From an optimization exercise on the open Yosys and OpenROAD flow, aimed at small area, a short achievable clock period and few clock cycles; shortcuts taken in it are not production practice. The RTL was checked by simulation tests, not by an equivalence proof against the original design. The clock port is modelled as an ideal driver, which makes a skipped or thinned clock tree look cheaper than it is; a real chip needs a root buffer or a tree. Power is estimated from default activity; no workload was simulated.

north:
==> flow/design.v <==
module Histogram #(parameter INC = 0) (
	input        clk,
	input  [3:0] match,     
	input  [1:0] eq,        
	input  [1:0] ne,        
	input        clear,
	input  [4:0] loIn,      
	input        cyIn,
	input        pIn,
	input  [9:0] hiIn,
	output [4:0] lo,        
	output       cy,
	output       p,
	output reg [9:0] hi
);
wire a1 = match[0] & eq[0];
wire a0 = (match[0] | match[1]) & ne[0];
wire b1 = match[2] & eq[1];
wire b0 = (match[2] | match[3]) & ne[1];
wire s0 = loIn[0] ^ a0 ^ b0;
wire k0 = (loIn[0] & a0) | (b0 & (loIn[0] | a0));
wire t1 = loIn[1] ^ a1 ^ b1;
wire k1 = (loIn[1] & a1) | (b1 & (loIn[1] | a1));
wire s2 = t1 ^ k0;
wire c2 = k1 | (t1 & k0);
wire [4:0] loN = {loIn[4] ^ (cyIn & loIn[3] & loIn[2]), loIn[3] ^ (cyIn & loIn[2]), loIn[2] ^ cyIn, s2, s0};
wire       ovf = cyIn & loIn[4] & loIn[3] & loIn[2];
reg cyr;
reg [1:0] xlo;
reg [4:2] lor;
always @(posedge clk) begin
	if (clear) begin
		xlo <= 2'b11;
		lor <= 3'd0;
		cyr <= 1'b0;
	end else begin
		xlo <= loN[1:0] ^ 2'b11;
		lor <= loN[4:2];
		cyr <= c2;
	end
end
assign lo = {lor, xlo ^ 2'b11};
assign cy = cyr;
generate
	if (INC) begin : G_INC
		wire [9:0] ones;
		wire       inc = pIn | ovf;
		genvar i;
		assign ones[0] = 1'b1;
		for (i = 1; i < 10; i = i + 1) begin : ONES
			assign ones[i] = ones[i-1] & hiIn[i-1];
		end
		always @(posedge clk) hi <= hiIn ^ (ones & {10{inc}});
		assign p = 1'b0;
	end else begin : G_MOVE
		reg pr;
		always @(posedge clk) begin
			if (clear) begin
				pr <= 1'b0;
				hi <= 10'd0;
			end else begin
				pr <= pIn | ovf;
				hi <= hiIn;
			end
		end
		assign p = pr;
	end
endgenerate
endmodule
module simd_histogram (
	input             clk,
	input             rst_n,
	input             img_ready,
	output     [11:0] img_addr,
	input      [31:0] img_data,
	output            hist_we,
	output      [2:0] hist_addr,
	output     [15:0] hist_data,
	output reg        hist_transmit
);
localparam [2:0] U0 = 3'd6;
reg        busy;       
reg [11:0] addr;
reg        v1;         
reg        v2;         
reg        v3;         
reg        ow;         
reg  [2:0] u;          
reg [11:0] px;         
reg  [1:0] eq;         
wire a0    = (addr[10:0] == 11'd0);    
wire rd    = busy & ~(a0 & ~addr[11]);
wire go    = rst_n & ((~busy & ~ow & img_ready) | rd);
wire start = v3 & ~v2;
wire [1:0] ne = {2{v2}} & ~eq;    
wire [2:0] nu = 3'd2 - u;    
wire       fb = addr[11] ^ addr[5] ^ addr[3] ^ addr[0] ^ a0;
always @(posedge clk) begin
	px   <= {img_data[31:29] + nu, img_data[23:21] + nu, img_data[15:13] + nu, img_data[7:5] + nu};
	eq[0] <= v1 & (img_data[15:13] == img_data[7:5]);
	eq[1] <= v1 & (img_data[31:29] == img_data[23:21]);
	addr <= go ? {addr[10:0], fb} : 12'd0;
	if (~rst_n) begin
		busy <= 1'b0;
		v1   <= 1'b0;
		v2   <= 1'b0;
		v3   <= 1'b0;
		ow   <= 1'b1;
		u    <= U0;
		hist_transmit <= 1'b0;
	end else begin
		busy <= (busy & ~hist_transmit) | go;
		v1   <= go;
		v2   <= v1;
		v3   <= v2;
		ow   <= start | (ow & (u != U0 + 3'd1));
		u    <= (busy | ow) ? u - 3'd1 : 3'd0;
		hist_transmit <= busy & ow & (u == U0 + 3'd2);
	end
end
assign img_addr  = addr;
assign hist_we   = ow;
assign hist_addr = u;
wire [4:0] lo [0:7];
wire       cy [0:7];
wire       p  [0:7];
wire [9:0] hi [0:7];
genvar s, l;
generate
	for (s = 0; s < 8; s = s + 1) begin : SLOT
		wire [3:0] match;
		for (l = 0; l < 4; l = l + 1) begin : PIX
			assign match[l] = (px[3*l+2:3*l] == s);
		end
		Histogram #(.INC(s == 0)) H (
			.clk(clk), .match(match), .eq(eq), .ne(ne), .clear(s == 1 ? ow : 1'b0),
			.loIn(lo[(s + 7) % 8]), .cyIn(cy[(s + 7) % 8]), .pIn(p[(s + 7) % 8]), .hiIn(hi[(s + 7) % 8]),
			.lo(lo[s]), .cy(cy[s]), .p(p[s]), .hi(hi[s]));
	end
endgenerate
assign hist_data = {1'b0, hi[0], lo[0]};
endmodule
==> flow/config.mk <==
export PLATFORM = sky130hd
export DESIGN_NAME = simd_histogram
export DESIGN_NICKNAME = simd_histogram
export VERILOG_FILES = /design/flow/design.v
export SDC_FILE = /design/flow/constraint.sdc
export NUM_CORES = 4
export LEC_CHECK = 0
export CAP_MARGIN = 20
export CORE_MARGIN = 2
export CORE_UTILIZATION = 40
export GPL_TIMING_DRIVEN = 0
export PLACE_DENSITY = 0.6
export SETUP_SLACK_MARGIN = 3.85
export SLEW_MARGIN = 20
==> flow/constraint.sdc <==
create_clock -name core_clock -period 6.0 [get_ports {clk}]
set_input_delay 1.2000 -clock core_clock [delete_from_list [all_inputs] [get_ports {clk}]]
set_output_delay 1.2000 -clock core_clock [all_outputs]
set_load 0.01 [all_outputs]
standard.sh (not shown) runs the stock make flow with config.mk's settings and CLKGATE_MAP_FILE= SYNTH_SCRIPT=/design/flow/synth_recipe.tcl, a recipe that flattens the netlist after the stock synthesis.
==> flow/flow/run.sh <==
#!/bin/bash
# The standard layout (standard.sh), except that the clock tree is built
# by flow/cts_hook.tcl, run by ORFS's CTS step as its PRE_CTS_TCL hook,
# instead of by TritonCTS, and the port buffers are inserted as buf_1 cells
# (buffer_ports otherwise picks a delay cell, clkdlybuf4s50_1, larger and
# slower; the timing repair resizes any that need more drive). make's full output goes to flow_make.log; each
# ORFS step keeps its own log under orfs/logs/.
set -euo pipefail
export PRE_CTS_TCL="$(pwd)/flow/cts_hook.tcl"
export BUFFER_PORTS_ARGS="-buffer_cell sky130_fd_sc_hd__buf_1"
bash standard.sh finish > flow_make.log 2>&1
Other scripts of this flow, unchanged in this note and not shown: flow/flow/cts_hook.tcl
Testbench counts of north, summed over its fixed seeds: cycles 131,464.
The inputs of south differ from those of north as listed below.
Settings: removing GPL_TIMING_DRIVEN (formerly 0); changing CORE_UTILIZATION from 40 to 25; changing PLACE_DENSITY from 0.6 to 0.5.
Results
south vs. north: DRC violation total after the first TritonRoute iteration has decreased, instance count on the critical path moved up, sequential share of layout area down 0.98 points. Looking at final design area excluding fillers, south sits 140 sq um above north. south ended up with hist_data[1] as its worst setup path endpoint; north ended up with hist_addr[0]. On combinational power: south sits below north. In the flow results for north and south, the all-layer global routing usage is larger on north. Portion of total power attributed to combinational logic (south over north): decrease, 0.5 points. Register area: south vs north up 14 sq um. On layout overhead on the synthesized area: between north and south, it ends up lower for north.
In every run of this note, the design's own scripts or RTL, not TritonCTS, make the clock network.

[separate check: timing with driven ports]
How much do the figures lean on ideal ports? The routed layouts below were timed once more, with nothing changed but the port constraints. Step 1: set_driving_cell puts a clkbuf_16 on clk and a buf_2 on each other input, an assumption about the parent block. Step 2 times the ports against the registers' clock, not the clock port: input delays grow and output delays shrink by t, the midpoint of the rising clock arrivals with the driver on. Slacks: no drivers / after step 1 / after step 2; pairs: no drivers / after step 1.
run | t (ns) | setup WS [ns] | worst hold slack (ns)
north | 0.388 | 3.883 / 3.847 / 3.686 | 0.302 / 0.302 / 0.302
south | 0.408 | 3.894 / 3.848 / 3.668 | 0.307 / 0.307 / 0.307
After both steps every run listed still meets setup and hold. The setup slack of south, which loses most, moves by -0.046 ns with the drivers and by -0.226 ns with both steps.
